Background: an optimization exercise with open tools, aiming at small area, a short achievable clock period and few clock cycles per item. Do not read the settings as production practice. No run shown here included a check of the RTL's function; only the layout flow was run. Power figures rest on the tool's default switching activity, not on a simulated workload.

[flow/config.mk]
export PLATFORM = sky130hd
export DESIGN_NAME = add_up
export DESIGN_NICKNAME = add_up
export VERILOG_FILES = /design/flow/design.v
export SDC_FILE = /design/flow/constraint.sdc
export NUM_CORES = 8
export LEC_CHECK = 0
export ABC_CLOCK_PERIOD_IN_PS = 3500
export CAP_MARGIN = 20
export CORE_MARGIN = 2
export CORE_UTILIZATION = 40
export SETUP_SLACK_MARGIN = 5
export SLEW_MARGIN = 20
[flow/constraint.sdc]
create_clock -name core_clock -period 9.0 [get_ports {clk}]
set_input_delay 1.8000 -clock core_clock [delete_from_list [all_inputs] [get_ports {clk}]]
set_output_delay 1.8000 -clock core_clock [all_outputs]
set_load 0.01 [all_outputs]
[flow/design.v]
module tab0_0(input [3:0] a, output [13:0] c);
  localparam [15:0] Tc0 = 16'h0116;
  assign c[0] = Tc0[a];
  localparam [15:0] Tc1 = 16'h0116;
  assign c[1] = Tc1[a];
  localparam [15:0] Tc2 = 16'h6880;
  assign c[2] = Tc2[a];
  localparam [15:0] Tc3 = 16'h7ee8;
  assign c[3] = Tc3[a];
  localparam [15:0] Tc4 = 16'he996;
  assign c[4] = Tc4[a];
  localparam [15:0] Tc5 = 16'h7ee8;
  assign c[5] = Tc5[a];
  localparam [15:0] Tc6 = 16'he996;
  assign c[6] = Tc6[a];
  localparam [15:0] Tc7 = 16'h177e;
  assign c[7] = Tc7[a];
  localparam [15:0] Tc8 = 16'h9668;
  assign c[8] = Tc8[a];
  localparam [15:0] Tc9 = 16'h8116;
  assign c[9] = Tc9[a];
  localparam [15:0] Tc10 = 16'h1668;
  assign c[10] = Tc10[a];
  localparam [15:0] Tc11 = 16'he880;
  assign c[11] = Tc11[a];
  localparam [15:0] Tc12 = 16'h0000;
  assign c[12] = Tc12[a];
  localparam [15:0] Tc13 = 16'h0000;
  assign c[13] = Tc13[a];
endmodule
module tab0_1(input [3:0] a, output [13:0] c);
  localparam [15:0] Tc0 = 16'h381c;
  assign c[0] = Tc0[a];
  localparam [15:0] Tc1 = 16'h65ba;
  assign c[1] = Tc1[a];
  localparam [15:0] Tc2 = 16'h20ba;
  assign c[2] = Tc2[a];
  localparam [15:0] Tc3 = 16'h1c86;
  assign c[3] = Tc3[a];
  localparam [15:0] Tc4 = 16'h5924;
  assign c[4] = Tc4[a];
  localparam [15:0] Tc5 = 16'h5d04;
  assign c[5] = Tc5[a];
  localparam [15:0] Tc6 = 16'h08ae;
  assign c[6] = Tc6[a];
  localparam [15:0] Tc7 = 16'h6138;
  assign c[7] = Tc7[a];
  localparam [15:0] Tc8 = 16'h7130;
  assign c[8] = Tc8[a];
  localparam [15:0] Tc9 = 16'h4d0c;
  assign c[9] = Tc9[a];
  localparam [15:0] Tc10 = 16'h18a6;
  assign c[10] = Tc10[a];
  localparam [15:0] Tc11 = 16'h08ae;
  assign c[11] = Tc11[a];
  localparam [15:0] Tc12 = 16'h08ae;
  assign c[12] = Tc12[a];
  localparam [15:0] Tc13 = 16'h08ae;
  assign c[13] = Tc13[a];
endmodule
module tab0_2(input [3:0] a, output [13:0] c);
  localparam [15:0] Tc0 = 16'h6996;
  assign c[0] = Tc0[a];
  localparam [15:0] Tc1 = 16'h2902;
  assign c[1] = Tc1[a];
  localparam [15:0] Tc2 = 16'h4094;
  assign c[2] = Tc2[a];
  localparam [15:0] Tc3 = 16'h42d4;
  assign c[3] = Tc3[a];
  localparam [15:0] Tc4 = 16'h2942;
  assign c[4] = Tc4[a];
  localparam [15:0] Tc5 = 16'h4294;
  assign c[5] = Tc5[a];
  localparam [15:0] Tc6 = 16'h2942;
  assign c[6] = Tc6[a];
  localparam [15:0] Tc7 = 16'h2b02;
  assign c[7] = Tc7[a];
  localparam [15:0] Tc8 = 16'h4294;
  assign c[8] = Tc8[a];
  localparam [15:0] Tc9 = 16'h2942;
  assign c[9] = Tc9[a];
  localparam [15:0] Tc10 = 16'h4294;
  assign c[10] = Tc10[a];
  localparam [15:0] Tc11 = 16'h40d4;
  assign c[11] = Tc11[a];
  localparam [15:0] Tc12 = 16'h40d4;
  assign c[12] = Tc12[a];
  localparam [15:0] Tc13 = 16'h40d4;
  assign c[13] = Tc13[a];
endmodule
module tab0_3(input [3:0] a, output [13:0] c);
  localparam [15:0] Tc0 = 16'h45a2;
  assign c[0] = Tc0[a];
  localparam [15:0] Tc1 = 16'h793c;
  assign c[1] = Tc1[a];
  localparam [15:0] Tc2 = 16'h7130;
  assign c[2] = Tc2[a];
  localparam [15:0] Tc3 = 16'h249a;
  assign c[3] = Tc3[a];
  localparam [15:0] Tc4 = 16'h1c86;
  assign c[4] = Tc4[a];
  localparam [15:0] Tc5 = 16'h0c8e;
  assign c[5] = Tc5[a];
  localparam [15:0] Tc6 = 16'h30b2;
  assign c[6] = Tc6[a];
  localparam [15:0] Tc7 = 16'h5924;
  assign c[7] = Tc7[a];
  localparam [15:0] Tc8 = 16'h5d04;
  assign c[8] = Tc8[a];
  localparam [15:0] Tc9 = 16'h08ae;
  assign c[9] = Tc9[a];
  localparam [15:0] Tc10 = 16'h3492;
  assign c[10] = Tc10[a];
  localparam [15:0] Tc11 = 16'h30b2;
  assign c[11] = Tc11[a];
  localparam [15:0] Tc12 = 16'h30b2;
  assign c[12] = Tc12[a];
  localparam [15:0] Tc13 = 16'h30b2;
  assign c[13] = Tc13[a];
endmodule
module tab2_0(input [3:0] a, output [13:0] c);
  localparam [15:0] Tc0 = 16'h3432;
  assign c[0] = Tc0[a];
  localparam [15:0] Tc1 = 16'h3032;
  assign c[1] = Tc1[a];
  localparam [15:0] Tc2 = 16'h3fc2;
  assign c[2] = Tc2[a];
  localparam [15:0] Tc3 = 16'h5964;
  assign c[3] = Tc3[a];
  localparam [15:0] Tc4 = 16'h52b4;
  assign c[4] = Tc4[a];
  localparam [15:0] Tc5 = 16'h5f04;
  assign c[5] = Tc5[a];
  localparam [15:0] Tc6 = 16'hc992;
  assign c[6] = Tc6[a];
  localparam [15:0] Tc7 = 16'h0b42;
  assign c[7] = Tc7[a];
  localparam [15:0] Tc8 = 16'h5158;
  assign c[8] = Tc8[a];
  localparam [15:0] Tc9 = 16'h9d9c;
  assign c[9] = Tc9[a];
  localparam [15:0] Tc10 = 16'h1ee0;
  assign c[10] = Tc10[a];
  localparam [15:0] Tc11 = 16'he000;
  assign c[11] = Tc11[a];
  localparam [15:0] Tc12 = 16'h0000;
  assign c[12] = Tc12[a];
  localparam [15:0] Tc13 = 16'h0000;
  assign c[13] = Tc13[a];
endmodule
module tab2_1(input [3:0] a, output [13:0] c);
  localparam [15:0] Tc0 = 16'h0ff0;
  assign c[0] = Tc0[a];
  localparam [15:0] Tc1 = 16'h0f00;
  assign c[1] = Tc1[a];
  localparam [15:0] Tc2 = 16'h3ccc;
  assign c[2] = Tc2[a];
  localparam [15:0] Tc3 = 16'h9a5a;
  assign c[3] = Tc3[a];
  localparam [15:0] Tc4 = 16'h239c;
  assign c[4] = Tc4[a];
  localparam [15:0] Tc5 = 16'hcc10;
  assign c[5] = Tc5[a];
  localparam [15:0] Tc6 = 16'ha54a;
  assign c[6] = Tc6[a];
  localparam [15:0] Tc7 = 16'h500a;
  assign c[7] = Tc7[a];
  localparam [15:0] Tc8 = 16'h0ffa;
  assign c[8] = Tc8[a];
  localparam [15:0] Tc9 = 16'h5550;
  assign c[9] = Tc9[a];
  localparam [15:0] Tc10 = 16'hcc36;
  assign c[10] = Tc10[a];
  localparam [15:0] Tc11 = 16'hccfe;
  assign c[11] = Tc11[a];
  localparam [15:0] Tc12 = 16'hccfe;
  assign c[12] = Tc12[a];
  localparam [15:0] Tc13 = 16'hccfe;
  assign c[13] = Tc13[a];
endmodule
module tab2_2(input [3:0] a, output [13:0] c);
  localparam [15:0] Tc0 = 16'h6666;
  assign c[0] = Tc0[a];
  localparam [15:0] Tc1 = 16'heeee;
  assign c[1] = Tc1[a];
  localparam [15:0] Tc2 = 16'hb4b4;
  assign c[2] = Tc2[a];
  localparam [15:0] Tc3 = 16'h37c8;
  assign c[3] = Tc3[a];
  localparam [15:0] Tc4 = 16'h6d5a;
  assign c[4] = Tc4[a];
  localparam [15:0] Tc5 = 16'h85a0;
  assign c[5] = Tc5[a];
  localparam [15:0] Tc6 = 16'h9c66;
  assign c[6] = Tc6[a];
  localparam [15:0] Tc7 = 16'h2644;
  assign c[7] = Tc7[a];
  localparam [15:0] Tc8 = 16'h6222;
  assign c[8] = Tc8[a];
  localparam [15:0] Tc9 = 16'hdd22;
  assign c[9] = Tc9[a];
  localparam [15:0] Tc10 = 16'h5a78;
  assign c[10] = Tc10[a];
  localparam [15:0] Tc11 = 16'h5070;
  assign c[11] = Tc11[a];
  localparam [15:0] Tc12 = 16'h5070;
  assign c[12] = Tc12[a];
  localparam [15:0] Tc13 = 16'h5070;
  assign c[13] = Tc13[a];
endmodule
module tab2_3(input [3:0] a, output [13:0] c);
  localparam [15:0] Tc0 = 16'h33cc;
  assign c[0] = Tc0[a];
  localparam [15:0] Tc1 = 16'hffcc;
  assign c[1] = Tc1[a];
  localparam [15:0] Tc2 = 16'h99aa;
  assign c[2] = Tc2[a];
  localparam [15:0] Tc3 = 16'h1ef0;
  assign c[3] = Tc3[a];
  localparam [15:0] Tc4 = 16'h8666;
  assign c[4] = Tc4[a];
  localparam [15:0] Tc5 = 16'he888;
  assign c[5] = Tc5[a];
  localparam [15:0] Tc6 = 16'hc33c;
  assign c[6] = Tc6[a];
  localparam [15:0] Tc7 = 16'hf330;
  assign c[7] = Tc7[a];
  localparam [15:0] Tc8 = 16'hc0fc;
  assign c[8] = Tc8[a];
  localparam [15:0] Tc9 = 16'h300c;
  assign c[9] = Tc9[a];
  localparam [15:0] Tc10 = 16'h969a;
  assign c[10] = Tc10[a];
  localparam [15:0] Tc11 = 16'hb2ba;
  assign c[11] = Tc11[a];
  localparam [15:0] Tc12 = 16'hb2ba;
  assign c[12] = Tc12[a];
  localparam [15:0] Tc13 = 16'hb2ba;
  assign c[13] = Tc13[a];
endmodule
module tab1_0(input [7:0] a, output [13:0] h, output [13:0] l);
  localparam [15:0] Th0 = 16'h6996;
  assign h[0] = Th0[a[7:4]];
  localparam [15:0] Th1 = 16'h177e;
  assign h[1] = Th1[a[7:4]];
  localparam [15:0] Th2 = 16'hf00e;
  assign h[2] = Th2[a[7:4]];
  localparam [15:0] Th3 = 16'h9968;
  assign h[3] = Th3[a[7:4]];
  localparam [15:0] Th4 = 16'h4bda;
  assign h[4] = Th4[a[7:4]];
  localparam [15:0] Th5 = 16'ha1a0;
  assign h[5] = Th5[a[7:4]];
  localparam [15:0] Th6 = 16'hf1f0;
  assign h[6] = Th6[a[7:4]];
  localparam [15:0] Th7 = 16'h3d3c;
  assign h[7] = Th7[a[7:4]];
  localparam [15:0] Th8 = 16'h5756;
  assign h[8] = Th8[a[7:4]];
  localparam [15:0] Th9 = 16'hfffe;
  assign h[9] = Th9[a[7:4]];
  localparam [15:0] Th10 = 16'h9668;
  assign h[10] = Th10[a[7:4]];
  localparam [15:0] Th11 = 16'he880;
  assign h[11] = Th11[a[7:4]];
  localparam [15:0] Th12 = 16'h0000;
  assign h[12] = Th12[a[7:4]];
  localparam [15:0] Th13 = 16'h0000;
  assign h[13] = Th13[a[7:4]];
  localparam [15:0] Tl0 = 16'h33cc;
  assign l[0] = Tl0[a[3:0]];
  localparam [15:0] Tl1 = 16'h3cf0;
  assign l[1] = Tl1[a[3:0]];
  localparam [15:0] Tl2 = 16'h6aaa;
  assign l[2] = Tl2[a[3:0]];
  localparam [15:0] Tl3 = 16'hb3cc;
  assign l[3] = Tl3[a[3:0]];
  localparam [15:0] Tl4 = 16'hcc00;
  assign l[4] = Tl4[a[3:0]];
  localparam [15:0] Tl5 = 16'h9696;
  assign l[5] = Tl5[a[3:0]];
  localparam [15:0] Tl6 = 16'hb2b2;
  assign l[6] = Tl6[a[3:0]];
  localparam [15:0] Tl7 = 16'he718;
  assign l[7] = Tl7[a[3:0]];
  localparam [15:0] Tl8 = 16'hc4dc;
  assign l[8] = Tl8[a[3:0]];
  localparam [15:0] Tl9 = 16'h07e0;
  assign l[9] = Tl9[a[3:0]];
  localparam [15:0] Tl10 = 16'hf800;
  assign l[10] = Tl10[a[3:0]];
  localparam [15:0] Tl11 = 16'h0000;
  assign l[11] = Tl11[a[3:0]];
  localparam [15:0] Tl12 = 16'h0000;
  assign l[12] = Tl12[a[3:0]];
  localparam [15:0] Tl13 = 16'h0000;
  assign l[13] = Tl13[a[3:0]];
endmodule
module tab1_1(input [7:0] a, output [13:0] h, output [13:0] l);
  localparam [15:0] Th0 = 16'h9966;
  assign h[0] = Th0[a[7:4]];
  localparam [15:0] Th1 = 16'h1188;
  assign h[1] = Th1[a[7:4]];
  localparam [15:0] Th2 = 16'h4b5a;
  assign h[2] = Th2[a[7:4]];
  localparam [15:0] Th3 = 16'h38c6;
  assign h[3] = Th3[a[7:4]];
  localparam [15:0] Th4 = 16'h6ea8;
  assign h[4] = Th4[a[7:4]];
  localparam [15:0] Th5 = 16'h1696;
  assign h[5] = Th5[a[7:4]];
  localparam [15:0] Th6 = 16'h54d4;
  assign h[6] = Th6[a[7:4]];
  localparam [15:0] Th7 = 16'h5b24;
  assign h[7] = Th7[a[7:4]];
  localparam [15:0] Th8 = 16'h93c8;
  assign h[8] = Th8[a[7:4]];
  localparam [15:0] Th9 = 16'h1300;
  assign h[9] = Th9[a[7:4]];
  localparam [15:0] Th10 = 16'h8a66;
  assign h[10] = Th10[a[7:4]];
  localparam [15:0] Th11 = 16'h8aee;
  assign h[11] = Th11[a[7:4]];
  localparam [15:0] Th12 = 16'h8aee;
  assign h[12] = Th12[a[7:4]];
  localparam [15:0] Th13 = 16'h8aee;
  assign h[13] = Th13[a[7:4]];
  localparam [15:0] Tl0 = 16'hc33c;
  assign l[0] = Tl0[a[3:0]];
  localparam [15:0] Tl1 = 16'h65a6;
  assign l[1] = Tl1[a[3:0]];
  localparam [15:0] Tl2 = 16'h89c8;
  assign l[2] = Tl2[a[3:0]];
  localparam [15:0] Tl3 = 16'hc23c;
  assign l[3] = Tl3[a[3:0]];
  localparam [15:0] Tl4 = 16'hcf0c;
  assign l[4] = Tl4[a[3:0]];
  localparam [15:0] Tl5 = 16'h9aa6;
  assign l[5] = Tl5[a[3:0]];
  localparam [15:0] Tl6 = 16'h75ae;
  assign l[6] = Tl6[a[3:0]];
  localparam [15:0] Tl7 = 16'h0f5e;
  assign l[7] = Tl7[a[3:0]];
  localparam [15:0] Tl8 = 16'hf00e;
  assign l[8] = Tl8[a[3:0]];
  localparam [15:0] Tl9 = 16'ha554;
  assign l[9] = Tl9[a[3:0]];
  localparam [15:0] Tl10 = 16'hc968;
  assign l[10] = Tl10[a[3:0]];
  localparam [15:0] Tl11 = 16'h0180;
  assign l[11] = Tl11[a[3:0]];
  localparam [15:0] Tl12 = 16'h0100;
  assign l[12] = Tl12[a[3:0]];
  localparam [15:0] Tl13 = 16'h0100;
  assign l[13] = Tl13[a[3:0]];
endmodule
module tab1_2(input [7:0] a, output [13:0] h, output [13:0] l);
  localparam [15:0] Th0 = 16'h6996;
  assign h[0] = Th0[a[7:4]];
  localparam [15:0] Th1 = 16'h188e;
  assign h[1] = Th1[a[7:4]];
  localparam [15:0] Th2 = 16'ha224;
  assign h[2] = Th2[a[7:4]];
  localparam [15:0] Th3 = 16'h6992;
  assign h[3] = Th3[a[7:4]];
  localparam [15:0] Th4 = 16'he87e;
  assign h[4] = Th4[a[7:4]];
  localparam [15:0] Th5 = 16'h2432;
  assign h[5] = Th5[a[7:4]];
  localparam [15:0] Th6 = 16'hecfe;
  assign h[6] = Th6[a[7:4]];
  localparam [15:0] Th7 = 16'he30e;
  assign h[7] = Th7[a[7:4]];
  localparam [15:0] Th8 = 16'hdcc2;
  assign h[8] = Th8[a[7:4]];
  localparam [15:0] Th9 = 16'h33ce;
  assign h[9] = Th9[a[7:4]];
  localparam [15:0] Th10 = 16'h5a94;
  assign h[10] = Th10[a[7:4]];
  localparam [15:0] Th11 = 16'h50d4;
  assign h[11] = Th11[a[7:4]];
  localparam [15:0] Th12 = 16'h50d4;
  assign h[12] = Th12[a[7:4]];
  localparam [15:0] Th13 = 16'h50d4;
  assign h[13] = Th13[a[7:4]];
  localparam [15:0] Tl0 = 16'h5a5a;
  assign l[0] = Tl0[a[3:0]];
  localparam [15:0] Tl1 = 16'hc6c6;
  assign l[1] = Tl1[a[3:0]];
  localparam [15:0] Tl2 = 16'h0df2;
  assign l[2] = Tl2[a[3:0]];
  localparam [15:0] Tl3 = 16'h5558;
  assign l[3] = Tl3[a[3:0]];
  localparam [15:0] Tl4 = 16'h0f0a;
  assign l[4] = Tl4[a[3:0]];
  localparam [15:0] Tl5 = 16'h669c;
  assign l[5] = Tl5[a[3:0]];
  localparam [15:0] Tl6 = 16'hb42c;
  assign l[6] = Tl6[a[3:0]];
  localparam [15:0] Tl7 = 16'hfb0c;
  assign l[7] = Tl7[a[3:0]];
  localparam [15:0] Tl8 = 16'h55a6;
  assign l[8] = Tl8[a[3:0]];
  localparam [15:0] Tl9 = 16'h3362;
  assign l[9] = Tl9[a[3:0]];
  localparam [15:0] Tl10 = 16'h6978;
  assign l[10] = Tl10[a[3:0]];
  localparam [15:0] Tl11 = 16'h7170;
  assign l[11] = Tl11[a[3:0]];
  localparam [15:0] Tl12 = 16'h7170;
  assign l[12] = Tl12[a[3:0]];
  localparam [15:0] Tl13 = 16'h7170;
  assign l[13] = Tl13[a[3:0]];
endmodule
module tab1_3(input [7:0] a, output [13:0] h, output [13:0] l);
  localparam [15:0] Th0 = 16'h6996;
  assign h[0] = Th0[a[7:4]];
  localparam [15:0] Th1 = 16'hb224;
  assign h[1] = Th1[a[7:4]];
  localparam [15:0] Th2 = 16'hccc8;
  assign h[2] = Th2[a[7:4]];
  localparam [15:0] Th3 = 16'h6996;
  assign h[3] = Th3[a[7:4]];
  localparam [15:0] Th4 = 16'h188e;
  assign h[4] = Th4[a[7:4]];
  localparam [15:0] Th5 = 16'h077e;
  assign h[5] = Th5[a[7:4]];
  localparam [15:0] Th6 = 16'h00fe;
  assign h[6] = Th6[a[7:4]];
  localparam [15:0] Th7 = 16'haa54;
  assign h[7] = Th7[a[7:4]];
  localparam [15:0] Th8 = 16'h0fa4;
  assign h[8] = Th8[a[7:4]];
  localparam [15:0] Th9 = 16'hf004;
  assign h[9] = Th9[a[7:4]];
  localparam [15:0] Th10 = 16'h9692;
  assign h[10] = Th10[a[7:4]];
  localparam [15:0] Th11 = 16'hb2b2;
  assign h[11] = Th11[a[7:4]];
  localparam [15:0] Th12 = 16'hb2b2;
  assign h[12] = Th12[a[7:4]];
  localparam [15:0] Th13 = 16'hb2b2;
  assign h[13] = Th13[a[7:4]];
  localparam [15:0] Tl0 = 16'h6666;
  assign l[0] = Tl0[a[3:0]];
  localparam [15:0] Tl1 = 16'h11ee;
  assign l[1] = Tl1[a[3:0]];
  localparam [15:0] Tl2 = 16'h5ab4;
  assign l[2] = Tl2[a[3:0]];
  localparam [15:0] Tl3 = 16'h6cc8;
  assign l[3] = Tl3[a[3:0]];
  localparam [15:0] Tl4 = 16'he666;
  assign l[4] = Tl4[a[3:0]];
  localparam [15:0] Tl5 = 16'h4bb4;
  assign l[5] = Tl5[a[3:0]];
  localparam [15:0] Tl6 = 16'h155e;
  assign l[6] = Tl6[a[3:0]];
  localparam [15:0] Tl7 = 16'hc3c2;
  assign l[7] = Tl7[a[3:0]];
  localparam [15:0] Tl8 = 16'hcfce;
  assign l[8] = Tl8[a[3:0]];
  localparam [15:0] Tl9 = 16'hfc02;
  assign l[9] = Tl9[a[3:0]];
  localparam [15:0] Tl10 = 16'h6664;
  assign l[10] = Tl10[a[3:0]];
  localparam [15:0] Tl11 = 16'h4444;
  assign l[11] = Tl11[a[3:0]];
  localparam [15:0] Tl12 = 16'h4444;
  assign l[12] = Tl12[a[3:0]];
  localparam [15:0] Tl13 = 16'h4444;
  assign l[13] = Tl13[a[3:0]];
endmodule
module kfix1(input [3:0] sel, output [12:0] v);
  assign v = ({13{sel[0]}} & 13'd2971) | ({13{sel[1]}} & 13'd7105) | ({13{sel[2]}} & 13'd7529) | ({13{sel[3]}} & 13'd7657);
endmodule
module tab3_0(input [7:0] a, output [13:0] h, output [13:0] l);
  localparam [15:0] Th0 = 16'h0ff0;
  assign h[0] = Th0[a[7:4]];
  localparam [15:0] Th1 = 16'ha5aa;
  assign h[1] = Th1[a[7:4]];
  localparam [15:0] Th2 = 16'h9c66;
  assign h[2] = Th2[a[7:4]];
  localparam [15:0] Th3 = 16'hb0d2;
  assign h[3] = Th3[a[7:4]];
  localparam [15:0] Th4 = 16'hbf02;
  assign h[4] = Th4[a[7:4]];
  localparam [15:0] Th5 = 16'h2664;
  assign h[5] = Th5[a[7:4]];
  localparam [15:0] Th6 = 16'hfb44;
  assign h[6] = Th6[a[7:4]];
  localparam [15:0] Th7 = 16'hc378;
  assign h[7] = Th7[a[7:4]];
  localparam [15:0] Th8 = 16'h0380;
  assign h[8] = Th8[a[7:4]];
  localparam [15:0] Th9 = 16'h595a;
  assign h[9] = Th9[a[7:4]];
  localparam [15:0] Th10 = 16'hf40a;
  assign h[10] = Th10[a[7:4]];
  localparam [15:0] Th11 = 16'h000a;
  assign h[11] = Th11[a[7:4]];
  localparam [15:0] Th12 = 16'h000a;
  assign h[12] = Th12[a[7:4]];
  localparam [15:0] Th13 = 16'h000a;
  assign h[13] = Th13[a[7:4]];
  localparam [15:0] Tl0 = 16'h6996;
  assign l[0] = Tl0[a[3:0]];
  localparam [15:0] Tl1 = 16'hd442;
  assign l[1] = Tl1[a[3:0]];
  localparam [15:0] Tl2 = 16'hf0f2;
  assign l[2] = Tl2[a[3:0]];
  localparam [15:0] Tl3 = 16'h9964;
  assign l[3] = Tl3[a[3:0]];
  localparam [15:0] Tl4 = 16'hbb22;
  assign l[4] = Tl4[a[3:0]];
  localparam [15:0] Tl5 = 16'hdd44;
  assign l[5] = Tl5[a[3:0]];
  localparam [15:0] Tl6 = 16'h77ee;
  assign l[6] = Tl6[a[3:0]];
  localparam [15:0] Tl7 = 16'h00ee;
  assign l[7] = Tl7[a[3:0]];
  localparam [15:0] Tl8 = 16'h6688;
  assign l[8] = Tl8[a[3:0]];
  localparam [15:0] Tl9 = 16'h22aa;
  assign l[9] = Tl9[a[3:0]];
  localparam [15:0] Tl10 = 16'he196;
  assign l[10] = Tl10[a[3:0]];
  localparam [15:0] Tl11 = 16'h1f7e;
  assign l[11] = Tl11[a[3:0]];
  localparam [15:0] Tl12 = 16'hfffe;
  assign l[12] = Tl12[a[3:0]];
  localparam [15:0] Tl13 = 16'hfffe;
  assign l[13] = Tl13[a[3:0]];
endmodule
module tab3_1(input [7:0] a, output [13:0] h, output [13:0] l);
  localparam [15:0] Th0 = 16'h33cc;
  assign h[0] = Th0[a[7:4]];
  localparam [15:0] Th1 = 16'hc3f0;
  assign h[1] = Th1[a[7:4]];
  localparam [15:0] Th2 = 16'h9596;
  assign h[2] = Th2[a[7:4]];
  localparam [15:0] Th3 = 16'h2ad4;
  assign h[3] = Th3[a[7:4]];
  localparam [15:0] Th4 = 16'h3318;
  assign h[4] = Th4[a[7:4]];
  localparam [15:0] Th5 = 16'h5a86;
  assign h[5] = Th5[a[7:4]];
  localparam [15:0] Th6 = 16'hc642;
  assign h[6] = Th6[a[7:4]];
  localparam [15:0] Th7 = 16'ha8a8;
  assign h[7] = Th7[a[7:4]];
  localparam [15:0] Th8 = 16'hff00;
  assign h[8] = Th8[a[7:4]];
  localparam [15:0] Th9 = 16'h0ff0;
  assign h[9] = Th9[a[7:4]];
  localparam [15:0] Th10 = 16'hcc3c;
  assign h[10] = Th10[a[7:4]];
  localparam [15:0] Th11 = 16'hccfc;
  assign h[11] = Th11[a[7:4]];
  localparam [15:0] Th12 = 16'hccfc;
  assign h[12] = Th12[a[7:4]];
  localparam [15:0] Th13 = 16'hccfc;
  assign h[13] = Th13[a[7:4]];
  localparam [15:0] Tl0 = 16'h6996;
  assign l[0] = Tl0[a[3:0]];
  localparam [15:0] Tl1 = 16'h2b42;
  assign l[1] = Tl1[a[3:0]];
  localparam [15:0] Tl2 = 16'hd402;
  assign l[2] = Tl2[a[3:0]];
  localparam [15:0] Tl3 = 16'h6994;
  assign l[3] = Tl3[a[3:0]];
  localparam [15:0] Tl4 = 16'he78e;
  assign l[4] = Tl4[a[3:0]];
  localparam [15:0] Tl5 = 16'h1f7e;
  assign l[5] = Tl5[a[3:0]];
  localparam [15:0] Tl6 = 16'h0f0e;
  assign l[6] = Tl6[a[3:0]];
  localparam [15:0] Tl7 = 16'h6968;
  assign l[7] = Tl7[a[3:0]];
  localparam [15:0] Tl8 = 16'hdbda;
  assign l[8] = Tl8[a[3:0]];
  localparam [15:0] Tl9 = 16'ha1a0;
  assign l[9] = Tl9[a[3:0]];
  localparam [15:0] Tl10 = 16'h9866;
  assign l[10] = Tl10[a[3:0]];
  localparam [15:0] Tl11 = 16'h88ee;
  assign l[11] = Tl11[a[3:0]];
  localparam [15:0] Tl12 = 16'h88ee;
  assign l[12] = Tl12[a[3:0]];
  localparam [15:0] Tl13 = 16'h88ee;
  assign l[13] = Tl13[a[3:0]];
endmodule
module tab3_2(input [7:0] a, output [13:0] h, output [13:0] l);
  localparam [15:0] Th0 = 16'h9696;
  assign h[0] = Th0[a[7:4]];
  localparam [15:0] Th1 = 16'h17e8;
  assign h[1] = Th1[a[7:4]];
  localparam [15:0] Th2 = 16'h18f0;
  assign h[2] = Th2[a[7:4]];
  localparam [15:0] Th3 = 16'h8666;
  assign h[3] = Th3[a[7:4]];
  localparam [15:0] Th4 = 16'he888;
  assign h[4] = Th4[a[7:4]];
  localparam [15:0] Th5 = 16'h55aa;
  assign h[5] = Th5[a[7:4]];
  localparam [15:0] Th6 = 16'h5500;
  assign h[6] = Th6[a[7:4]];
  localparam [15:0] Th7 = 16'h99cc;
  assign h[7] = Th7[a[7:4]];
  localparam [15:0] Th8 = 16'hbbaa;
  assign h[8] = Th8[a[7:4]];
  localparam [15:0] Th9 = 16'h22cc;
  assign h[9] = Th9[a[7:4]];
  localparam [15:0] Th10 = 16'h3cf0;
  assign h[10] = Th10[a[7:4]];
  localparam [15:0] Th11 = 16'h30f0;
  assign h[11] = Th11[a[7:4]];
  localparam [15:0] Th12 = 16'h30f0;
  assign h[12] = Th12[a[7:4]];
  localparam [15:0] Th13 = 16'h30f0;
  assign h[13] = Th13[a[7:4]];
  localparam [15:0] Tl0 = 16'ha55a;
  assign l[0] = Tl0[a[3:0]];
  localparam [15:0] Tl1 = 16'h0a50;
  assign l[1] = Tl1[a[3:0]];
  localparam [15:0] Tl2 = 16'h339c;
  assign l[2] = Tl2[a[3:0]];
  localparam [15:0] Tl3 = 16'h694a;
  assign l[3] = Tl3[a[3:0]];
  localparam [15:0] Tl4 = 16'h24fa;
  assign l[4] = Tl4[a[3:0]];
  localparam [15:0] Tl5 = 16'he3c6;
  assign l[5] = Tl5[a[3:0]];
  localparam [15:0] Tl6 = 16'h10ce;
  assign l[6] = Tl6[a[3:0]];
  localparam [15:0] Tl7 = 16'h66a8;
  assign l[7] = Tl7[a[3:0]];
  localparam [15:0] Tl8 = 16'h78f0;
  assign l[8] = Tl8[a[3:0]];
  localparam [15:0] Tl9 = 16'h70f0;
  assign l[9] = Tl9[a[3:0]];
  localparam [15:0] Tl10 = 16'hd5aa;
  assign l[10] = Tl10[a[3:0]];
  localparam [15:0] Tl11 = 16'hffaa;
  assign l[11] = Tl11[a[3:0]];
  localparam [15:0] Tl12 = 16'hffaa;
  assign l[12] = Tl12[a[3:0]];
  localparam [15:0] Tl13 = 16'hffaa;
  assign l[13] = Tl13[a[3:0]];
endmodule
module tab3_3(input [7:0] a, output [13:0] h, output [13:0] l);
  localparam [15:0] Th0 = 16'h5a5a;
  assign h[0] = Th0[a[7:4]];
  localparam [15:0] Th1 = 16'h3636;
  assign h[1] = Th1[a[7:4]];
  localparam [15:0] Th2 = 16'hcd32;
  assign h[2] = Th2[a[7:4]];
  localparam [15:0] Th3 = 16'h5a68;
  assign h[3] = Th3[a[7:4]];
  localparam [15:0] Th4 = 16'hfada;
  assign h[4] = Th4[a[7:4]];
  localparam [15:0] Th5 = 16'h39c6;
  assign h[5] = Th5[a[7:4]];
  localparam [15:0] Th6 = 16'h073e;
  assign h[6] = Th6[a[7:4]];
  localparam [15:0] Th7 = 16'haa54;
  assign h[7] = Th7[a[7:4]];
  localparam [15:0] Th8 = 16'h5a0e;
  assign h[8] = Th8[a[7:4]];
  localparam [15:0] Th9 = 16'h9c98;
  assign h[9] = Th9[a[7:4]];
  localparam [15:0] Th10 = 16'hbaba;
  assign h[10] = Th10[a[7:4]];
  localparam [15:0] Th11 = 16'hbaba;
  assign h[11] = Th11[a[7:4]];
  localparam [15:0] Th12 = 16'hbaba;
  assign h[12] = Th12[a[7:4]];
  localparam [15:0] Th13 = 16'hbaba;
  assign h[13] = Th13[a[7:4]];
  localparam [15:0] Tl0 = 16'h6996;
  assign l[0] = Tl0[a[3:0]];
  localparam [15:0] Tl1 = 16'h4d24;
  assign l[1] = Tl1[a[3:0]];
  localparam [15:0] Tl2 = 16'h2b62;
  assign l[2] = Tl2[a[3:0]];
  localparam [15:0] Tl3 = 16'h8e78;
  assign l[3] = Tl3[a[3:0]];
  localparam [15:0] Tl4 = 16'h33bc;
  assign l[4] = Tl4[a[3:0]];
  localparam [15:0] Tl5 = 16'hcc30;
  assign l[5] = Tl5[a[3:0]];
  localparam [15:0] Tl6 = 16'hccfc;
  assign l[6] = Tl6[a[3:0]];
  localparam [15:0] Tl7 = 16'h3c0c;
  assign l[7] = Tl7[a[3:0]];
  localparam [15:0] Tl8 = 16'hf30c;
  assign l[8] = Tl8[a[3:0]];
  localparam [15:0] Tl9 = 16'hff0c;
  assign l[9] = Tl9[a[3:0]];
  localparam [15:0] Tl10 = 16'h969a;
  assign l[10] = Tl10[a[3:0]];
  localparam [15:0] Tl11 = 16'hb2ba;
  assign l[11] = Tl11[a[3:0]];
  localparam [15:0] Tl12 = 16'hb2ba;
  assign l[12] = Tl12[a[3:0]];
  localparam [15:0] Tl13 = 16'hb2ba;
  assign l[13] = Tl13[a[3:0]];
endmodule
module kfix3(input [3:0] sel, output [12:0] v);
  assign v = ({13{sel[0]}} & 13'd1763) | ({13{sel[1]}} & 13'd805) | ({13{sel[2]}} & 13'd581) | ({13{sel[3]}} & 13'd515);
endmodule
`timescale 1ns / 1ps
module add_up(
    input [14:0] in,
    output [17:0] out1,output [17:0] out2,
    output [17:0] out4,output [17:0] out3,
    input clk,
    input rst,
    input in_valid,
    output in_ready,
    output out_valid
    );
assign in_ready = 1'b1;
reg  [3:0]  cnt;         
reg         dir;         
reg         pact;        
reg  [3:0]  pj;          
wire        take  = in_valid & ~rst;
wire        shift = take | (pact & (cnt == 4'd0));    
wire        pv    = shift & pact;                     
always @(posedge clk) begin
    if (rst) begin
        cnt <= 4'd0; pj <= 4'd0; dir <= 1'b0; pact <= 1'b0;
    end else begin
        if (pv) begin
            pj <= pj + 4'd1;
            if (pj == 4'd15) pact <= 1'b0;
        end
        if (take) begin
            cnt <= cnt + 4'd1;
            if (cnt == 4'd15) begin
                dir <= ~dir; pact <= 1'b1; pj <= 4'd0;
            end
        end
    end
end
wire [15:0] p;           
dct_array ua(.clk(clk), .shift(shift), .dir(dir), .smp(in), .p(p));
wire [3:0] x0b, x2b;     
wire [7:0] db;           
dct_serial us(.clk(clk), .pv(pv), .first(pj == 4'd0), .p(p), .x0b(x0b), .x2b(x2b), .db(db));
wire [3:0] a0 = {x0b[0], x0b[1], x0b[2], x0b[3]};      
wire [3:0] a2 = {x2b[0], x2b[1], x2b[2], x2b[3]};
wire [7:0] a1 = {db[0], db[1], db[2], db[3], db[4], db[5], db[6], db[7]};
reg  [7:0] XO [0:3];     
reg  [7:0] XE [0:3];     
reg  [4:0] V;            
reg  [3:0] J [0:4];      
integer i;
always @(posedge clk) begin
    XO[0] <= (pj == 4'd15) ? ~a1 : a1; XE[0] <= {a0, a2}; J[0] <= pj;
    for (i = 1; i < 4; i = i + 1) begin XO[i] <= XO[i - 1]; XE[i] <= XE[i - 1]; end
    for (i = 1; i < 5; i = i + 1) J[i] <= J[i - 1];
    if (rst) V <= 5'd0;
    else     V <= {V[3:0], pv};
end
wire [12:0] res [0:15];  
reg  [3:0]  fin;         
genvar k;
generate
    for (k = 0; k < 4; k = k + 1) begin : grp
        wire [13:0] c0w, c2w, h1, l1, h3, l3;
        reg  [13:0] c0, c1, c2, c3;
        reg         first, ns, last;
        wire [14:0] mask;
        if (k == 0) begin : t0
            tab0_0 u0(XE[0][7:4], c0w); tab1_0 u1(XO[0], h1, l1);
            tab2_0 u2(XE[0][3:0], c2w); tab3_0 u3(XO[0], h3, l3);
        end else if (k == 1) begin : t1
            tab0_1 u0(XE[1][7:4], c0w); tab1_1 u1(XO[1], h1, l1);
            tab2_1 u2(XE[1][3:0], c2w); tab3_1 u3(XO[1], h3, l3);
        end else if (k == 2) begin : t2
            tab0_2 u0(XE[2][7:4], c0w); tab1_2 u1(XO[2], h1, l1);
            tab2_2 u2(XE[2][3:0], c2w); tab3_2 u3(XO[2], h3, l3);
        end else begin : t3
            tab0_3 u0(XE[3][7:4], c0w); tab1_3 u1(XO[3], h1, l1);
            tab2_3 u2(XE[3][3:0], c2w); tab3_3 u3(XO[3], h3, l3);
        end
        genvar b;
        for (b = 0; b < 13; b = b + 1) begin : mk
            assign mask[b] = (J[k + 1] >= 15 - b);
        end
        assign mask[13] = 1'b1;
        assign mask[14] = (J[k + 1] != 4'd0);
        always @(posedge clk) begin
            c0    <= c0w;
            c1    <= h1 + l1;
            c2    <= c2w;
            c3    <= h3 + l3;
            first <= (J[k] == 4'd0);
            ns    <= (J[k] == 4'd1) | (J[k] == 4'd2);
            last  <= (J[k] == 4'd15);
            if (rst) fin[k] <= 1'b0;
            else     fin[k] <= V[k + 1] & last;
        end
        dct_acc r0(.clk(clk), .v(V[k + 1]), .first(first), .ns(ns), .neg(last), .mask(mask), .c(c0),  .res(res[4 * k + 0]));
        dct_acc r1(.clk(clk), .v(V[k + 1]), .first(first), .ns(ns), .neg(1'b0), .mask(mask), .c(c1),  .res(res[4 * k + 1]));
        dct_acc r2(.clk(clk), .v(V[k + 1]), .first(first), .ns(ns), .neg(last), .mask(mask), .c(c2),  .res(res[4 * k + 2]));
        dct_acc r3(.clk(clk), .v(V[k + 1]), .first(first), .ns(ns), .neg(1'b0), .mask(mask), .c(c3),  .res(res[4 * k + 3]));
    end
endgenerate
wire [12:0] kf1, kf3;
kfix1 uk1(fin, kf1);
kfix3 uk3(fin, kf3);
wire [12:0] r0 = ({13{fin[0]}} & res[0])  | ({13{fin[1]}} & res[4])  | ({13{fin[2]}} & res[8])  | ({13{fin[3]}} & res[12]);
wire [12:0] r1 = ({13{fin[0]}} & res[1])  | ({13{fin[1]}} & res[5])  | ({13{fin[2]}} & res[9])  | ({13{fin[3]}} & res[13]);
wire [12:0] r2 = ({13{fin[0]}} & res[2])  | ({13{fin[1]}} & res[6])  | ({13{fin[2]}} & res[10]) | ({13{fin[3]}} & res[14]);
wire [12:0] r3 = ({13{fin[0]}} & res[3])  | ({13{fin[1]}} & res[7])  | ({13{fin[2]}} & res[11]) | ({13{fin[3]}} & res[15]);
reg [12:0] o1, o2, o3, o4;
reg        ov;
always @(posedge clk) begin
    if (rst) ov <= 1'b0;
    else     ov <= |fin;
    o1 <= r0;
    o2 <= r1 + kf1;
    o3 <= r2;
    o4 <= r3 + kf3;
end
assign out_valid = ov;
assign out1 = {o1, 5'd0};
assign out2 = {o2, 5'd0};
assign out3 = {o3, 5'd0};
assign out4 = {o4, 5'd0};
endmodule
module dct_array(
    input clk, input shift, input dir, input [14:0] smp,
    output [15:0] p
    );
reg  [15:0] M [0:15];
wire [15:0] inb;
genvar r, c;
generate
    for (c = 0; c < 16; c = c + 1) begin : ib
        if (c == 0) begin : z
            assign inb[c] = 1'b0;
        end else begin : b
            assign inb[c] = smp[15 - c];
        end
    end
    for (r = 0; r < 16; r = r + 1) begin : row
        for (c = 0; c < 16; c = c + 1) begin : col
            localparam P = (r + c) % 2;
            wire dn = (r == 0) ? inb[c] ^ P : ~M[(r == 0) ? 0 : r - 1][c];
            wire rt = (c == 0) ? inb[r] ^ P : ~M[r][(c == 0) ? 0 : c - 1];
            always @(posedge clk)
                if (shift) M[r][c] <= dir ? rt : dn;
        end
    end
    for (c = 0; c < 16; c = c + 1) begin : pl
        localparam P = c % 2;            
        assign p[c] = (dir ? M[15 - c][15] : M[15][15 - c]) ^ P;
    end
endgenerate
endmodule
module dct_serial(
    input clk, input pv, input first, input [15:0] p,
    output [3:0] x0b, output [3:0] x2b, output [7:0] db
    );
reg  [7:0] cs, cd;
reg  [3:0] c0, c2;
wire [7:0] sb;
wire [7:0] cs_in = first ? 8'h00 : cs;
wire [7:0] cd_in = first ? 8'hff : cd;
wire [3:0] c0_in = first ? 4'h0 : c0;
wire [3:0] c2_in = first ? 4'hf : c2;
wire [7:0] ncs, ncd;
wire [3:0] nc0, nc2;
genvar m;
generate
    for (m = 0; m < 8; m = m + 1) begin : sa
        wire a = p[m], b = p[15 - m];
        assign sb[m]  = a ^ b ^ cs_in[m];
        assign ncs[m] = (a & b) | (a & cs_in[m]) | (b & cs_in[m]);
        assign db[m]  = a ^ ~b ^ cd_in[m];
        assign ncd[m] = (a & ~b) | (a & cd_in[m]) | (~b & cd_in[m]);
    end
    for (m = 0; m < 4; m = m + 1) begin : sb2
        wire a = sb[m], b = sb[7 - m];
        assign x0b[m] = a ^ b ^ c0_in[m];
        assign nc0[m] = (a & b) | (a & c0_in[m]) | (b & c0_in[m]);
        assign x2b[m] = a ^ ~b ^ c2_in[m];
        assign nc2[m] = (a & ~b) | (a & c2_in[m]) | (~b & c2_in[m]);
    end
endgenerate
always @(posedge clk)
    if (pv) begin
        cs <= ncs; cd <= ncd; c0 <= nc0; c2 <= nc2;
    end
endmodule
module dct_base(input [14:0] R, input ns, output [14:0] base);
assign base = {ns & R[14], ns ? R[13] : R[14], ~ns & R[13], R[12:1]};
endmodule
module dct_acc(
    input clk, input v, input first, input ns, input neg, input [14:0] mask,
    input [13:0] c, output [12:0] res
    );
reg  [14:0] R;
wire [14:0] base, sum;
dct_base bs(R, ns, base);
wire [14:0] op = {1'b0, ~c[13], c[12:0] ^ {13{neg}}};
dct_add15 ad(.a(base), .b(op), .s(sum));
always @(posedge clk)
    if (v) R <= {sum[14] & mask[14], first ? ~c[13] : sum[13], sum[12:0] & mask[12:0]};
assign res = R[12:0];
endmodule
module dct_add15(input [14:0] a, input [14:0] b, output [14:0] s);
reg [14:0] g, pp, g1, p1;
wire [14:0] p = a ^ b;
integer i, d;
always @(*) begin
    g  = a & b;
    pp = p;
    for (i = 1; i < 15; i = i + 2) begin
        g[i]  = g[i] | (pp[i] & g[i - 1]);
        pp[i] = pp[i] & pp[i - 1];
    end
    for (d = 2; d < 15; d = d * 2) begin
        g1 = g; p1 = pp;
        for (i = 1; i < 15; i = i + 2)
            if (i >= d + 1) begin
                g1[i] = g[i] | (pp[i] & g[i - d]);
                p1[i] = pp[i] & pp[i - d];
            end
        g = g1; pp = p1;
    end
    for (i = 2; i < 15; i = i + 2)
        g[i] = g[i] | (pp[i] & g[i - 1]);
end
assign s = p ^ {g[13:0], 1'b0};
endmodule
[flow/flow/run.sh]
#!/bin/bash
# Standard layout, repair of the worst paths aiming at a 3 ns period, plain buffers on the ports.
set -o pipefail
bash standard.sh SETUP_SLACK_MARGIN=6 TNS_END_PERCENT=5 "BUFFER_PORTS_ARGS=-buffer_cell sky130_fd_sc_hd__buf_2" finish > standard.log 2>&1
[flow/standard.sh]
#!/bin/bash
# synth_recipe.tcl (not shown) runs the flow's synth.tcl, then flattens the netlist and writes it again
# the make line also repeats each setting of config.mk as NAME=value (left out here)
make -C /OpenROAD-flow-scripts/flow DESIGN_CONFIG=/design/flow/config.mk WORK_HOME=/design/flow/orfs CLKGATE_MAP_FILE= SYNTH_SCRIPT=/design/flow/synth_recipe.tcl "${@:-finish}"
==> results of run 1 <==
## cell families after synthesis
group / after synthesis / share of synthesized area, %
adders and majority gates: 606 / 17.2
and+or+nand+nor: 1031 / 9.56
other: 2 / 0.0149
muxes: 341 / 6.90
buffers and inverters: 479 / 3.73
xor gates and xnor gates: 337 / 5.86
AOI/OAI and AO/OA: 906 / 11.4
DFF: 880 / 45.3
## stage by stage
| stage | instance area [um^2] | utilization (%) | worst slack (ns) | cells |
|---|---|---|---|---|
| floorplan | 50500 | - | 1.40 | 4601 |
| global placement | 52400 | 41.8 | 4.70 | 6171 |
| detailed placement | 52400 | 41.8 | 4.67 | 6171 |
| CTS | 56800 | 45.3 | 5.73 | 6390 |
| global route | 58000 | 46.3 | 5.65 | 6460 |
| finish | 58000 | 46.3 | 5.76 | 6460 |
## registers in the layout (all words and copies together), names as in the netlist, 48 cells and up
| name | count |
|---|---|
| ua.M | 255 |
| grp.c2 | 48 |
| grp.c1 | 53 |
| grp.c3 | 53 |
| grp.r3.R | 60 |
| grp.r2.R | 60 |
| grp.r0.R | 60 |
| grp.r1.R | 60 |
## power breakdown
part	total [mW]	leakage, nW	switching, mW	internal [mW]
registers	5.09	7.51	0.418	4.67
logic	3.72	13.8	1.96	1.76
clock network	4.24	1.71	1.76	2.49
## placed cells by master (no fill, tap or decap), types with 21 or more instances in the layout
master | Yosys | routed
and2_1 | 65 | 65
and3_1 | 38 | 38
or2_2 | 23 | 22
xnor2_1 | 166 | 160
mux2i_1 | 302 | 302
dfxtp_4 | 0 | 28
nand2_1 | 289 | 287
edfxtp_1 | 519 | 519
a22oi_1 | 102 | 100
dfxtp_1 | 361 | 319
o21ai_0 | 210 | 186
nor2b_1 | 84 | 76
buf_2 | 3 | 70
inv_1 | 297 | 276
clkbuf_16 | 0 | 112
mux2_2 | 38 | 38
nand3_1 | 43 | 43
fa_1 | 146 | 133
nor2_1 | 338 | 336
conb_1 | 2 | 21
o21a_1 | 48 | 48
ha_1 | 460 | 435
xor2_1 | 171 | 150
o21bai_1 | 21 | 21
nand2b_1 | 68 | 68
a21oi_2 | 0 | 24
buf_4 | 21 | 105
a211oi_1 | 28 | 24
o211ai_1 | 34 | 34
a21oi_1 | 262 | 238
a21o_1 | 59 | 59
clkinv_2 | 0 | 22
nor3_1 | 44 | 44
## how the worst max path moves through the flow
| stage | slack (ns) | start | endpoint | cells past startpoint |
|---|---|---|---|---|
| 2_1_floorplan | 1.40 | cnt[1] | pj[3] | 9 |
| 3_3_place_gp | 4.70 | rst | ua.M[1][4] | 4 |
| 3_5_place_dp | 4.67 | rst | ua.M[0][1] | 4 |
| 4_1_cts | 5.73 | XO[1][0] | grp[1].c1[12] | 14 |
| 5_1_grt | 5.65 | grp[3].r3.R[1] | grp[3].r3.R[13] | 12 |
| 6_report | 5.76 | grp[1].last | grp[1].r0.R[13] | 12 |
## layer usage
| layer | vias to the layer above | share of wire [%] | track usage [%] |
|---|---|---|---|
| met2 | 729 | 48 | 30.3 |
| met4 | 0 | 3.5 | 6.55 |
| met3 | 202 | 4.5 | 2.21 |
| li1 | 16400 | - | - |
| met1 | 16300 | 44 | 23.8 |
| met5 | - | 0 | 0 |
## worst max-delay path, cell delays in order, from the launching register on
cell and delay, ns:
dfxtp_4 0.38, buf_12 0.15, xor2_2 0.20, ha_1 0.26
or4_1 0.58, o21ai_1 0.22, nand2_1 0.13, a21o_1 0.19
a21o_1 0.18, fa_1 0.37, xor2_1 0.17, nor2_1 0.09
a21oi_1 0.05
## synthesized netlist by cell type (44+ instances only)
master,number
a21o_1,59
a21oi_1,262
a22oi_1,102
and2_1,65
buf_1,45
clkbuf_1,108
dfxtp_1,361
edfxtp_1,519
fa_1,146
ha_1,460
inv_1,297
mux2i_1,302
nand2_1,289
nand2b_1,68
nor2_1,338
nor2b_1,84
nor3_1,44
o21a_1,48
o21ai_0,210
xnor2_1,166
xor2_1,171
## cell type report
cell class	instances	area [um^2]	share of cell area (%)
inverter	302	1170	2.02
tap	1650	2060	3.56
clock inverter	52	646	1.11
timing repair buffer	205	1720	2.96
sequential	880	22900	39.6
multi-input combinational	3242	26600	45.9
clock buffer	129	2850	4.92
## repair_timing
action,CTS,global route
gates resized for setup,163,133
pin swaps,35,60
gates cloned,1,7
buffers inserted,37,63
setup endpoints to repair,366,343
==> metrics.md, run 1 <==
| Metric | Value |
|---|---|
| CTS tree | built |
| Data required, critical path | 9.45 ns |
| H-Tree Depth | 3 |
| Drt drc | 0 |
| Initial antenna violation count | 0 |
| Hold crit path type | flop to flop |
| Via density | between 5 and 6 |
| Layout cells sized above 1 | roughly 13% |
| Cell area power density | between 200 and 250 nW/um^2 |
| Fin nets | around 5400 |
| P_leak | roughly 23 nW |
| Yosys top cell area share | between 30% and 40% |
| CTS Buffer Depth | 3 |
| Grt ovf | 0 |
| Worst Tran Pin Value | about 1.0 ns |
| Async S/R FF share, synth | 0% |
| Hold Buf Count CTS | 0 |
| Die H | between 300 and 400 um |
| Port bufs | 70 |
| CP endpoint kind | flop |
| Wire per inst | ~18 um |
| Clock Latency Late Sink | ~0.7 ns |
| R2R Path Start | grp[1].last |
| Min Tclk post-route | 3.24 ns |
| Synth area leader | edfxtp_1 |
| Fmax | approximately 300 MHz |
| # diodes | 0 |
| Clk slew on worst S/H paths | approximately 0.060 ns |
| CORE AREA | 125000 um^2 |
| Post-DP HPWL | 86400 um |
| Status | complete, no violations |
| DRT iter0 DRCs | around 2300 |
| Root Buffer | clkbuf_16 |
| Internal reg-to-reg setup slack | around 5.8 ns |
| Final Cycle Share | about 36% |
| Main synth FF type | edfxtp_1 |
| P&R area growth vs syn | 15.1% |
| Largest net degree at the start of global routing | roughly 150 |
| Fill count | roughly 12000 |
| Skew final | between 0.03 and 0.04 ns |
| Synth Register Bits | 880 |
| Hold endpoint | J[1][2] |
| Worst slew margin | a little under a third |
| Synth warn | 12 |
| Crit path max fanout | 6 |
| Critical Path Start Type | flop |
| Yosys cell types | between 70 and 80 |
| Row count | 130 |
| CP Class | flop to flop |
| Crit path DAT | approximately 3.7 ns |
| Vias | roughly 34000 |
| Placer congestion estimate | between 0.8 and 0.9 |
| Final hold vios | 0 |
| Vias in the first global route | between 30000 and 40000 |
| Max Cap Viol | 0 |
| Mean post-synth cell area | around 11 um^2 |
| Number of synthesized flops with an enable pin | approximately 520 |
| Setup tns final | 0 ns |
| Top cells by area, synth | edfxtp_1 (31%), dfxtp_1 (14%), ha_1 (11%), mux2i_1 (6.0%), fa_1 (5.8%) |
| Worst hold slack | roughly 0.37 ns |
| DIE WIDTH | 359 um |
| Register area share after synthesis | a little under half |
| Tot GR Track Use | 18.0% |
| Post-DRT Antenna Nets | 0 |
| Fin. max-slew vios | 0 |
| Worst reg2reg path depth | 12 |
| Routed Wire Length | 119000 um |
| Reg2Reg Capture Point | grp[1].r0.R[13] |
| Die ar. | 129000 um^2 |
| Io pins | 92 |
| Hold path startpoint | J[0][2] |
| Pre-antenna DRT Iters | 6 |
| Netlist Area Pre-Place | a little over 50000 um^2 |
| Worst hold path depth | 0 |
| IR drop worst, VDD | around 0.00017 V |
| CTS Buf Count | 96 |
| Initial Utilization | 40.2% |
| Unrepaired setup endpoints after global routing | true |
| TritonCTS Sinks | 880 |
| First-pass GRT wire length | between 150000 and 200000 um |
| Final setup fails | 0 |
| Post-Synthesis Cells | 4582 |
| Post-route total power | between 10 and 15 mW |
==> run 2, diff against run 1 <==
--- a/flow/design.v
+++ b/flow/design.v
@@ -752,14 +752,14 @@
 wire [3:0] a2 = {x2b[0], x2b[1], x2b[2], x2b[3]};
 wire [7:0] a1 = {db[0], db[1], db[2], db[3], db[4], db[5], db[6], db[7]};
 reg  [7:0] XO [0:3];     
-reg  [7:0] XE [0:3];     
+reg  [7:0] XE [0:4];     
 reg  [4:0] V;            
 reg  [3:0] J [0:4];      
 integer i;
 always @(posedge clk) begin
     XO[0] <= (pj == 4'd15) ? ~a1 : a1; XE[0] <= {a0, a2}; J[0] <= pj;
-    for (i = 1; i < 4; i = i + 1) begin XO[i] <= XO[i - 1]; XE[i] <= XE[i - 1]; end
-    for (i = 1; i < 5; i = i + 1) J[i] <= J[i - 1];
+    for (i = 1; i < 4; i = i + 1) XO[i] <= XO[i - 1];
+    for (i = 1; i < 5; i = i + 1) begin XE[i] <= XE[i - 1]; J[i] <= J[i - 1]; end
     if (rst) V <= 5'd0;
     else     V <= {V[3:0], pv};
 end
@@ -769,21 +769,21 @@
 generate
     for (k = 0; k < 4; k = k + 1) begin : grp
         wire [13:0] c0w, c2w, h1, l1, h3, l3;
-        reg  [13:0] c0, c1, c2, c3;
+        reg  [13:0] c1, c3;
         reg         first, ns, last;
         wire [14:0] mask;
         if (k == 0) begin : t0
-            tab0_0 u0(XE[0][7:4], c0w); tab1_0 u1(XO[0], h1, l1);
-            tab2_0 u2(XE[0][3:0], c2w); tab3_0 u3(XO[0], h3, l3);
+            tab0_0 u0(XE[1][7:4], c0w); tab1_0 u1(XO[0], h1, l1);
+            tab2_0 u2(XE[1][3:0], c2w); tab3_0 u3(XO[0], h3, l3);
         end else if (k == 1) begin : t1
-            tab0_1 u0(XE[1][7:4], c0w); tab1_1 u1(XO[1], h1, l1);
-            tab2_1 u2(XE[1][3:0], c2w); tab3_1 u3(XO[1], h3, l3);
+            tab0_1 u0(XE[2][7:4], c0w); tab1_1 u1(XO[1], h1, l1);
+            tab2_1 u2(XE[2][3:0], c2w); tab3_1 u3(XO[1], h3, l3);
         end else if (k == 2) begin : t2
-            tab0_2 u0(XE[2][7:4], c0w); tab1_2 u1(XO[2], h1, l1);
-            tab2_2 u2(XE[2][3:0], c2w); tab3_2 u3(XO[2], h3, l3);
+            tab0_2 u0(XE[3][7:4], c0w); tab1_2 u1(XO[2], h1, l1);
+            tab2_2 u2(XE[3][3:0], c2w); tab3_2 u3(XO[2], h3, l3);
         end else begin : t3
-            tab0_3 u0(XE[3][7:4], c0w); tab1_3 u1(XO[3], h1, l1);
-            tab2_3 u2(XE[3][3:0], c2w); tab3_3 u3(XO[3], h3, l3);
+            tab0_3 u0(XE[4][7:4], c0w); tab1_3 u1(XO[3], h1, l1);
+            tab2_3 u2(XE[4][3:0], c2w); tab3_3 u3(XO[3], h3, l3);
         end
         genvar b;
         for (b = 0; b < 13; b = b + 1) begin : mk
@@ -792,9 +792,7 @@
         assign mask[13] = 1'b1;
         assign mask[14] = (J[k + 1] != 4'd0);
         always @(posedge clk) begin
-            c0    <= c0w;
             c1    <= h1 + l1;
-            c2    <= c2w;
             c3    <= h3 + l3;
             first <= (J[k] == 4'd0);
             ns    <= (J[k] == 4'd1) | (J[k] == 4'd2);
@@ -802,9 +800,9 @@
             if (rst) fin[k] <= 1'b0;
             else     fin[k] <= V[k + 1] & last;
         end
-        dct_acc r0(.clk(clk), .v(V[k + 1]), .first(first), .ns(ns), .neg(last), .mask(mask), .c(c0),  .res(res[4 * k + 0]));
+        dct_acc r0(.clk(clk), .v(V[k + 1]), .first(first), .ns(ns), .neg(last), .mask(mask), .c(c0w), .res(res[4 * k + 0]));
         dct_acc r1(.clk(clk), .v(V[k + 1]), .first(first), .ns(ns), .neg(1'b0), .mask(mask), .c(c1),  .res(res[4 * k + 1]));
-        dct_acc r2(.clk(clk), .v(V[k + 1]), .first(first), .ns(ns), .neg(last), .mask(mask), .c(c2),  .res(res[4 * k + 2]));
+        dct_acc r2(.clk(clk), .v(V[k + 1]), .first(first), .ns(ns), .neg(last), .mask(mask), .c(c2w), .res(res[4 * k + 2]));
         dct_acc r3(.clk(clk), .v(V[k + 1]), .first(first), .ns(ns), .neg(1'b0), .mask(mask), .c(c3),  .res(res[4 * k + 3]));
     end
 endgenerate
@@ -913,27 +911,22 @@
 assign res = R[12:0];
 endmodule
 module dct_add15(input [14:0] a, input [14:0] b, output [14:0] s);
-reg [14:0] g, pp, g1, p1;
+reg [14:0] g, pp;
 wire [14:0] p = a ^ b;
 integer i, d;
 always @(*) begin
     g  = a & b;
     pp = p;
-    for (i = 1; i < 15; i = i + 2) begin
-        g[i]  = g[i] | (pp[i] & g[i - 1]);
-        pp[i] = pp[i] & pp[i - 1];
-    end
-    for (d = 2; d < 15; d = d * 2) begin
-        g1 = g; p1 = pp;
-        for (i = 1; i < 15; i = i + 2)
-            if (i >= d + 1) begin
-                g1[i] = g[i] | (pp[i] & g[i - d]);
-                p1[i] = pp[i] & pp[i - d];
-            end
-        g = g1; pp = p1;
-    end
-    for (i = 2; i < 15; i = i + 2)
-        g[i] = g[i] | (pp[i] & g[i - 1]);
+    for (d = 1; d < 15; d = d * 2)
+        for (i = 2 * d - 1; i < 15; i = i + 2 * d) begin
+            g[i]  = g[i] | (pp[i] & g[i - d]);
+            pp[i] = pp[i] & pp[i - d];
+        end
+    for (d = 4; d >= 1; d = d / 2)
+        for (i = 3 * d - 1; i < 15; i = i + 2 * d) begin
+            g[i]  = g[i] | (pp[i] & g[i - d]);
+            pp[i] = pp[i] & pp[i - d];
+        end
 end
 assign s = p ^ {g[13:0], 1'b0};
 endmodule
==> flow/run.sh (new file) <==
#!/bin/bash
# synth_recipe.tcl (not shown) runs the flow's synth.tcl, then flattens the netlist and writes it again
# the make line also repeats each setting of config.mk as NAME=value (left out here)
make -C /OpenROAD-flow-scripts/flow DESIGN_CONFIG=/design/flow/config.mk WORK_HOME=/design/flow/orfs CLKGATE_MAP_FILE= SYNTH_SCRIPT=/design/flow/synth_recipe.tcl finish
--- a/flow/config.mk
+++ b/flow/config.mk
@@ -6,8 +6,8 @@
 export NUM_CORES = 8
 export LEC_CHECK = 0
 export ABC_CLOCK_PERIOD_IN_PS = 3500
-export CAP_MARGIN = 20
+export CAP_MARGIN = 50
 export CORE_MARGIN = 2
 export CORE_UTILIZATION = 40
 export SETUP_SLACK_MARGIN = 5
-export SLEW_MARGIN = 20
+export SLEW_MARGIN = 50
removed: flow/flow/run.sh
removed: flow/standard.sh
==> metrics.md, run 2 <==
| Metric | Value |
|---|---|
| Status | complete, no violations |
| Initial antenna violation count | 4 (+4) |
| Max FFs per register | 255 (unchanged) |
| Final instance area | 54600 um^2 (-5.8%) |
| Fin nets | 5091 (-4.9%) |
| Synth area leader | edfxtp_1 |
| Hold Buf Count CTS | 0 (unchanged) |
| Largest net degree at the start of global routing | 73 (-52%) |
| H-Tree Depth | 3 (unchanged) |
| NetSw | 3.85 mW (-6.9%) |
| Most frequent cell after synthesis | edfxtp_1 |
| Final hold vios | 0 (unchanged) |
| Root Buffer | clkbuf_16 |
| Yosys top cell area share | 32.1% (+1.2 points) |
| IR drop worst, VDD | 0.000154 V (-8.9%) |
| Synth Register Bits | 801 (-9.0%) |
| Worst Tran Pin Value | 0.741 ns (-0.293 ns) |
| CTS tree | built |
| Crit path DAT | 4.40 ns (+0.71 ns) |
| Post-Synthesis Cells | 4423 (-3.5%) |
| Most common cell after layout, fill and taps aside | edfxtp_1 |
| Pre-antenna DRT Iters | 8 (+2) |
| Switching share of total power | 31.8% (+0.17 points) |
| Async S/R FF share, synth | 0% (unchanged) |
| Most frequent cells in the layout | edfxtp_1 (519), ha_1 (449), mux2i_1 (307) |
| Tot GR Track Use | 18.5% (+0.46 points) |
| Die H | 352 um (-1.8%) |
| Clk pwr share | 32.2% (-0.3 points) |
| Hold crit path type | flop to flop |
| CTS Buf Count | 90 (-6.3%) |
| TritonCTS Sinks | 801 (-9.0%) |
| Cell area power density | 221 nW/um^2 (-1.8%) |
| CORE AREA | 120000 um^2 (-4.1%) |
| Die ar. | 124000 um^2 (-3.6%) |
| Min Tclk post-route | 3.86 ns (+0.624 ns) |
| Layout cells sized above 1 | 7.97% (-5.5 points) |
| Row count | 127 (-2.3%) |
| P_leak | 20.5 nW (-11%) |
| Unrepaired setup endpoints after global routing | false |
| Max Cap Viol | 0 (unchanged) |
| Top cells by area, synth | edfxtp_1 (32%), dfxtp_1 (12%), ha_1 (12%), mux2i_1 (6.3%), fa_1 (6.0%) |
| DP Cell Count | 5974 (-3.2%) |
| Mean post-synth cell area | 11.0 um^2 (-0.17%) |
| Comb pwr share | 30.0% (+1.5 points) |
| Main synth FF type | edfxtp_1 |
| Synth warn | 12 (unchanged) |
| Fin. max-slew vios | 0 (unchanged) |
| Netlist Area Pre-Place | 48500 um^2 (-3.6%) |
| Via density | 5.26 (+1.1%) |
| Clk slew on worst S/H paths | 0.06 ns (about the same) |
| Fmax | 259 MHz (-16%) |
| Setup tns final | 0 ns (unchanged) |
| Clock Latency Late Sink | 0.68 ns (-0.04 ns) |
| Vias in the first global route | 31700 (-2.5%) |
| Placer congestion estimate | 0.907 (+4.5%) |
| Skew final | 0.0271 ns (-0.00901 ns) |
| Routed Wire Length | 116000 um (-2.6%) |
| DRT iter0 DRCs | 2493 (+6.6%) |
| Critical Path Start Type | flop |
| Port bufs | 70 (unchanged) |
| Initial Utilization | 40.4% (+0.19 points) |
| Number of synthesized flops with an enable pin | 519 (unchanged) |
| Worst slew margin | 50.6% (+20 points) |
| CP endpoint kind | flop |
| P&R area growth vs syn | 12.5% |
| Drt drc | 0 (unchanged) |
| CTS Buffer Depth | 3 (unchanged) |
| Fill count | 11100 (-3.7%) |
| Grt ovf | 0 (unchanged) |
| Vias | 32500 (-3.5%) |
| DIE WIDTH | 352 um (-1.8%) |
| Sequential power share | 37.8% (-1.2 points) |
| Post-DP HPWL | 86800 um (+0.56%) |
| Io pins | 92 (unchanged) |
| First-pass GRT wire length | 180000 um (-1.4%) |
| CP Class | flop to flop |
| Worst hold slack | 0.325 ns (-0.0477 ns) |
| Largest Register | ua.M |
| Post-DRT Antenna Nets | 0 (unchanged) |
| Yosys cell types | 81 (+8.0%) |
| Final setup fails | 0 (unchanged) |
| Wire per inst | 18.9 um (+2.0%) |
| Data required, critical path | 9.53 ns (+0.08 ns) |
| Int Pwr | 8.24 mW (-7.7%) |
| Non-Filler Instances | 6167 (-4.5%) |
| Post-synth top cells | edfxtp_1 (519), ha_1 (451), mux2i_1 (307) |
| Register area share after synthesis | 43.7% (-1.5 points) |
| Post-DP Area | 51000 um^2 (-2.6%) |
| Crit path max fanout | 9 (+3) |
| Final Cycle Share | 42.9% (+6.9 points) |
## run 2: metal layers
metal	part of all wire (%)	track usage [%]
met1	45	25.1
met2	46	30.0
met3	5.7	2.80
met4	3.6	6.43
met5	0	0
## run 2: metrics by stage
stage               power (mW)  utilization [%]  worst slack, ns
floorplan                 7.35                -             2.38
global placement          8.12             42.3             4.10
detailed placement        8.20             42.5             4.30
CTS                       12.2             45.2             5.01
global route              12.9             45.5             4.93
finish                    12.1             45.5             5.14
## run 2: path summary, 6_finish.rpt
kind	start	to	slack [ns]	cells past startpoint
setup reg to reg	XE[2][4]	grp[1].r0.R[12]	5.14	14
hold reg to reg	XE[0][3]	XE[1][3]	0.33	0
hold / removal	XE[0][3]	XE[1][3]	0.33	0
setup / recovery	XE[2][4]	grp[1].r0.R[12]	5.14	14
## run 2: logic make-up after synthesis
family          synth area share (%)
compound gates                  11.8
xor+xnor                        6.08
fa+ha+maj                       17.7
buf+inv                         3.46
flops                           43.7
mux                             7.10
other cells                   0.0155
simple gates                    10.1
## run 2: repair_timing
action,4_1_cts,5_1_grt
gates cloned,0,0
endpoints found under the setup margin,21,107
pin swaps,2,6
resized for setup,30,41
buffers inserted,5,16
## run 2: layout make-up
| class | count | area (um^2) | share of cell area, % |
|---|---|---|---|
| Antenna cell | 2 | 5.00 | 0.00917 |
| Tap cell | 1612 | 2020 | 3.69 |
| Clock buffer | 125 | 2620 | 4.80 |
| Inverter | 235 | 886 | 1.62 |
| Sequential cell | 801 | 21300 | 39.0 |
| Multi-Input combinational cell | 3218 | 25900 | 47.4 |
| Clock inverter | 44 | 556 | 1.02 |
| Timing Repair Buffer | 130 | 1320 | 2.42 |
## run 2: critical path, stage by stage (launching register included)
cell     delay [ns]
dfxtp_4        0.37
inv_1          0.18
ha_4           0.24
mux2i_1        0.19
a21oi_1        0.12
xnor2_1        0.31
ha_1           0.30
a21o_1         0.16
a22o_1         0.24
o41a_1         0.41
a31o_2         0.29
a21o_1         0.18
a21oi_1        0.18
fa_2           0.45
nor2_1         0.10
## run 2: power groups by stage
stage / Sequential (mW) / Combinational, mW / Clock [mW]
final: 4.57 / 3.62 / 3.89
after global routing: 4.61 / 4.16 / 4.14
after CTS: 4.58 / 3.60 / 3.99
after detailed placement: 4.66 / 3.54 / 0
after global placement: 4.66 / 3.46 / 0
after floorplan: 4.46 / 2.89 / 0

## what the ideal ports hide
The flow's constraints put no driver on any port. The routed layouts listed below were extracted and timed again, unchanged, in two steps. Step 1: set_driving_cell puts a clkbuf_16 on clk and a buf_2 on each other input, an assumption about the parent block. Step 2 adds t to the input delays and takes it off the output delays; t is the mean of the earliest and latest rising clock arrival at the registers after step 1. Input paths then give back, and output paths get back, about the clock's delay inside the block. Three values: ideal ports, drivers, drivers and shift; two values: the first two.
| run | t, ns | setup slack, ns | worst setup path at the end | latest minus earliest clock arrival (ns) | slew at the worst register clock pin (ns) |
|---|---|---|---|---|---|
| run 1 | 0.775 | 5.763 / 5.763 / 5.115 | input to register | 0.040 / 0.040 | 0.07 / 0.07 |
| run 2 | 0.736 | 5.139 / 5.139 / 4.582 | input to register | 0.027 / 0.027 | 0.07 / 0.07 |
After both steps every run listed still meets setup and hold. The setup slack of run 1, which loses most, moves by 0.000 ns with the drivers and by -0.648 ns with both steps.
